From an optimization exercise on the open Yosys and OpenROAD flow, aimed at small area, a short achievable clock period and few clock cycles per item; shortcuts taken in it are not production practice. Power is estimated from default activity; no workload was simulated.

==> trial 5 <==
## matvecmult
module matvecmult(
    CLK,
    RST,
    vector_x,
    vector_b,
    vector_y,
    Q,
    A,
    finish
);
export LEC_CHECK = 0
export CAP_MARGIN = 20
export CORE_MARGIN = 2
export CORE_UTILIZATION = 55
export PLACE_DENSITY = 0.7
export SLEW_MARGIN = 20
export SYNTH_HIERARCHICAL = 1
export SYNTH_MINIMUM_KEEP_SIZE = 0
create_clock -name core_clock -period 10.0 [get_ports {CLK}]
standard.sh (not shown) runs the stock make flow with config.mk's settings and CLKGATE_MAP_FILE= SYNTH_SCRIPT=/design/flow/synth_recipe.tcl, a recipe that flattens the netlist after the stock synthesis.
==> flow/flow/run.sh <==
#!/bin/bash
set -euo pipefail
export PRE_GLOBAL_PLACE_TCL="$PWD/flow/buffer_ports.tcl"
bash standard.sh > standard_make.log 2>&1
==> flow/flow/buffer_ports.tcl <==
# Port buffers: buf_2 on the inputs (they fan out to several gates), buf_1 on
# the outputs.  Replaces the single buffer_ports call of global_place.tcl.
rename buffer_ports my_orig_buffer_ports
proc buffer_ports {args} {
  my_orig_buffer_ports -inputs -buffer_cell sky130_fd_sc_hd__buf_2
  my_orig_buffer_ports -outputs -buffer_cell sky130_fd_sc_hd__buf_1
}
==> build 22: changes against trial 5 <==
--- a/flow/design.v
+++ b/flow/design.v
@@ -2058,11 +2058,11 @@
 mv_fa us1068 (.a(s1054), .b(s1056), .c(s1058), .s(s1068), .co(c1069));
 mv_fa us1070 (.a(s1060), .b(c1039), .c(c1041), .s(s1070), .co(c1071));
 mv_fa us1072 (.a(s1062), .b(s1064), .c(s1066), .s(s1072), .co(c1073));
 mv_fa us1074 (.a(s1068), .b(c1043), .c(c1045), .s(s1074), .co(c1075));
 mv_fa us1076 (.a(s1070), .b(s1072), .c(c1047), .s(s1076), .co(c1077));
-mv_xor2 us1078 (.a(s1074), .b(s1076), .s(s1078));
+mv_xnor2 us1078 (.a(s1074), .b(s1076), .s(s1078));
 assign c1079 = s1074 | s1076;
 mv_fa us1080 (.a(k1_56), .b(k1_57), .c(k1_58), .s(s1080), .co(c1081));
 mv_fa us1082 (.a(k1_59), .b(k1_60), .c(k1_61), .s(s1082), .co(c1083));
 mv_fa us1084 (.a(k1_62), .b(k1_63), .c(k1_64), .s(s1084), .co(c1085));
 mv_fa us1086 (.a(k1_65), .b(k1_66), .c(k1_67), .s(s1086), .co(c1087));
@@ -2080,11 +2080,11 @@
 mv_fa us1110 (.a(s1096), .b(s1098), .c(s1100), .s(s1110), .co(c1111));
 mv_fa us1112 (.a(s1102), .b(s1104), .c(c1071), .s(s1112), .co(c1113));
 mv_fa us1114 (.a(s1106), .b(c1073), .c(s1108), .s(s1114), .co(c1115));
 mv_fa us1116 (.a(s1110), .b(c1075), .c(s1112), .s(s1116), .co(c1117));
 mv_fa us1118 (.a(s1114), .b(c1077), .c(s1116), .s(s1118), .co(c1119));
-mv_xor2 us1120 (.a(c1079), .b(s1118), .s(s1120));
+mv_xnor2 us1120 (.a(c1079), .b(s1118), .s(s1120));
 assign c1121 = c1079 | s1118;
 mv_xnor2 us1122 (.a(k1_100), .b(k1_101), .s(s1122));
 mv_xnor2 us1123 (.a(k1_102), .b(k1_82), .s(s1123));
 mv_xnor2 us1124 (.a(k1_83), .b(k1_84), .s(s1124));
 mv_xnor2 us1125 (.a(k1_85), .b(k1_86), .s(s1125));
@@ -2122,11 +2122,11 @@
 mv_xnor2 us1157 (.a(s1155), .b(c1113), .s(s1157));
 mv_xnor2 us1158 (.a(c1115), .b(s1156), .s(s1158));
 mv_xnor2 us1159 (.a(s1157), .b(s1158), .s(s1159));
 mv_xnor2 us1160 (.a(c1117), .b(s1159), .s(s1160));
 mv_xnor2 us1161 (.a(s1160), .b(c1119), .s(s1161));
-mv_xor2 us1162 (.a(s1161), .b(c1121), .s(s1162));
+mv_xnor2 us1162 (.a(s1161), .b(c1121), .s(s1162));
 reg [102:0] cut1;
 wire k1_0 = cut1[0];
 wire k1_1 = cut1[1];
 wire k1_2 = cut1[2];
 wire k1_3 = cut1[3];
@@ -2232,11 +2232,11 @@
 always @(posedge CLK)
     cut1 <= {s1007, s1006, s1005, s1004, s1003, s999, s1002, s1001, s1000, c855, c853, c851, c849, c847, c845, c843, c841, s998, s997, s996, s995, s854, s852, s850, s848, s846, s844, s842, s840, c735, c733, c731, c729, c727, c725, s838, s836, s834, s832, s830, s828, s826, s824, s822, s820, s818, s816, s734, s732, s730, s728, s726, s724, c637, c635, c633, c631, c629, s722, s720, s718, s716, s714, s712, s710, s708, s706, s704, s702, s636, s634, s632, s630, s628, c559, c557, c555, s626, s624, s622, s620, s618, s616, s614, s558, s556, s554, c503, s552, s550, s548, s546, s544, s542, s502, s500, s498, s496, s494, s492, s468, s466, s464};
 reg b0_1;
 always @(posedge CLK)
     b0_1 <= bsel[0];
-wire [6:0] sum = {s1162, s1120, s1078, ~s1046, ~s1026, ~s1014, ~s1008};
+wire [6:0] sum = ~{s1162, s1120, s1078, s1046, s1026, s1014, s1008};
 always @(posedge CLK) begin
     if (val[2])
         for (i = 0; i < 15; i = i + 1)
             y_r[i] <= y_r[i + 1];
     y_r[15] <= {sum, b0_1};
@@ -2254,11 +2254,8 @@
 assign s = ~a + ~b;
 endmodule
 module mv_or2(input a, input b, output y);
 assign y = a | b;
 endmodule
-module mv_xor2(input a, input b, output s);
-assign s = a ^ b;
-endmodule
 module mv_xnor2(input a, input b, output s);
 assign s = ~(a ^ b);
 endmodule
==> notes <==
Trial 5 completed with no timing, DRC or antenna violations. Build 22 produced a clean layout.
Of trial 5 and build 22, build 22 has the higher non-clock buffer count (gap 2).
Of trial 5 and build 22, trial 5 has the higher clock power (gap about 8%, measured against build 22).
Against build 22, the first-iteration DRC count of trial 5 is lower by 1.4%.
Between trial 5 and build 22, the lower area after synthesis is in trial 5 (gap 0.20%, measured against build 22).
Against build 22, the hold slack of trial 5 is better by 3.0 ps.
Between trial 5 and build 22, the lower count of clock-buffer cells in the layout is in build 22 (gap 4).
In trial 5 the sequential share of layout area is lower than in build 22, by 0.071 points.
Of trial 5 and build 22, build 22 has the higher critical path depth (gap 1).
Of trial 5 and build 22, build 22 has the higher combinational power (gap 7.2%, measured against build 22).
Against build 22, the register-to-register slack of trial 5 is better by 290 ps.
Function was not checked in any run of this note: the RTL went through the layout flow alone.

-- what the ideal ports hide --
The results above use ideal ports. As a check the final layouts listed here were re-extracted and re-timed, cells and wires unchanged.
Step 1 (the two cells are an assumption about what drives the block):
set clk [get_ports {CLK}]
set_driving_cell -lib_cell sky130_fd_sc_hd__clkbuf_16 $clk
set_driving_cell -lib_cell sky130_fd_sc_hd__buf_2 [delete_from_list [all_inputs] $clk]
Step 2 moves the port delays by t, midway between the first and last clock arrival at a register: inputs arrive t later, outputs are due t later. That takes back most of the time a late clock gives input paths.
Slacks: no drivers / after step 1 / after step 2; pairs: no drivers / after step 1.
run | t, ns | slack for setup (ns) | latest minus earliest clock arrival (ns) | cell pins on the clock port's net
trial 5 | 0.595 | 6.115 / 6.115 / 5.900 | 0.011 / 0.010 | 1
build 22 | 0.589 | 5.829 / 5.829 / 5.829 | 0.018 / 0.017 | 1
After both steps every run listed still meets setup and hold. For trial 5, which loses most, drivers alone change the setup slack by 0.000 ns; drivers and shift together by -0.215 ns.
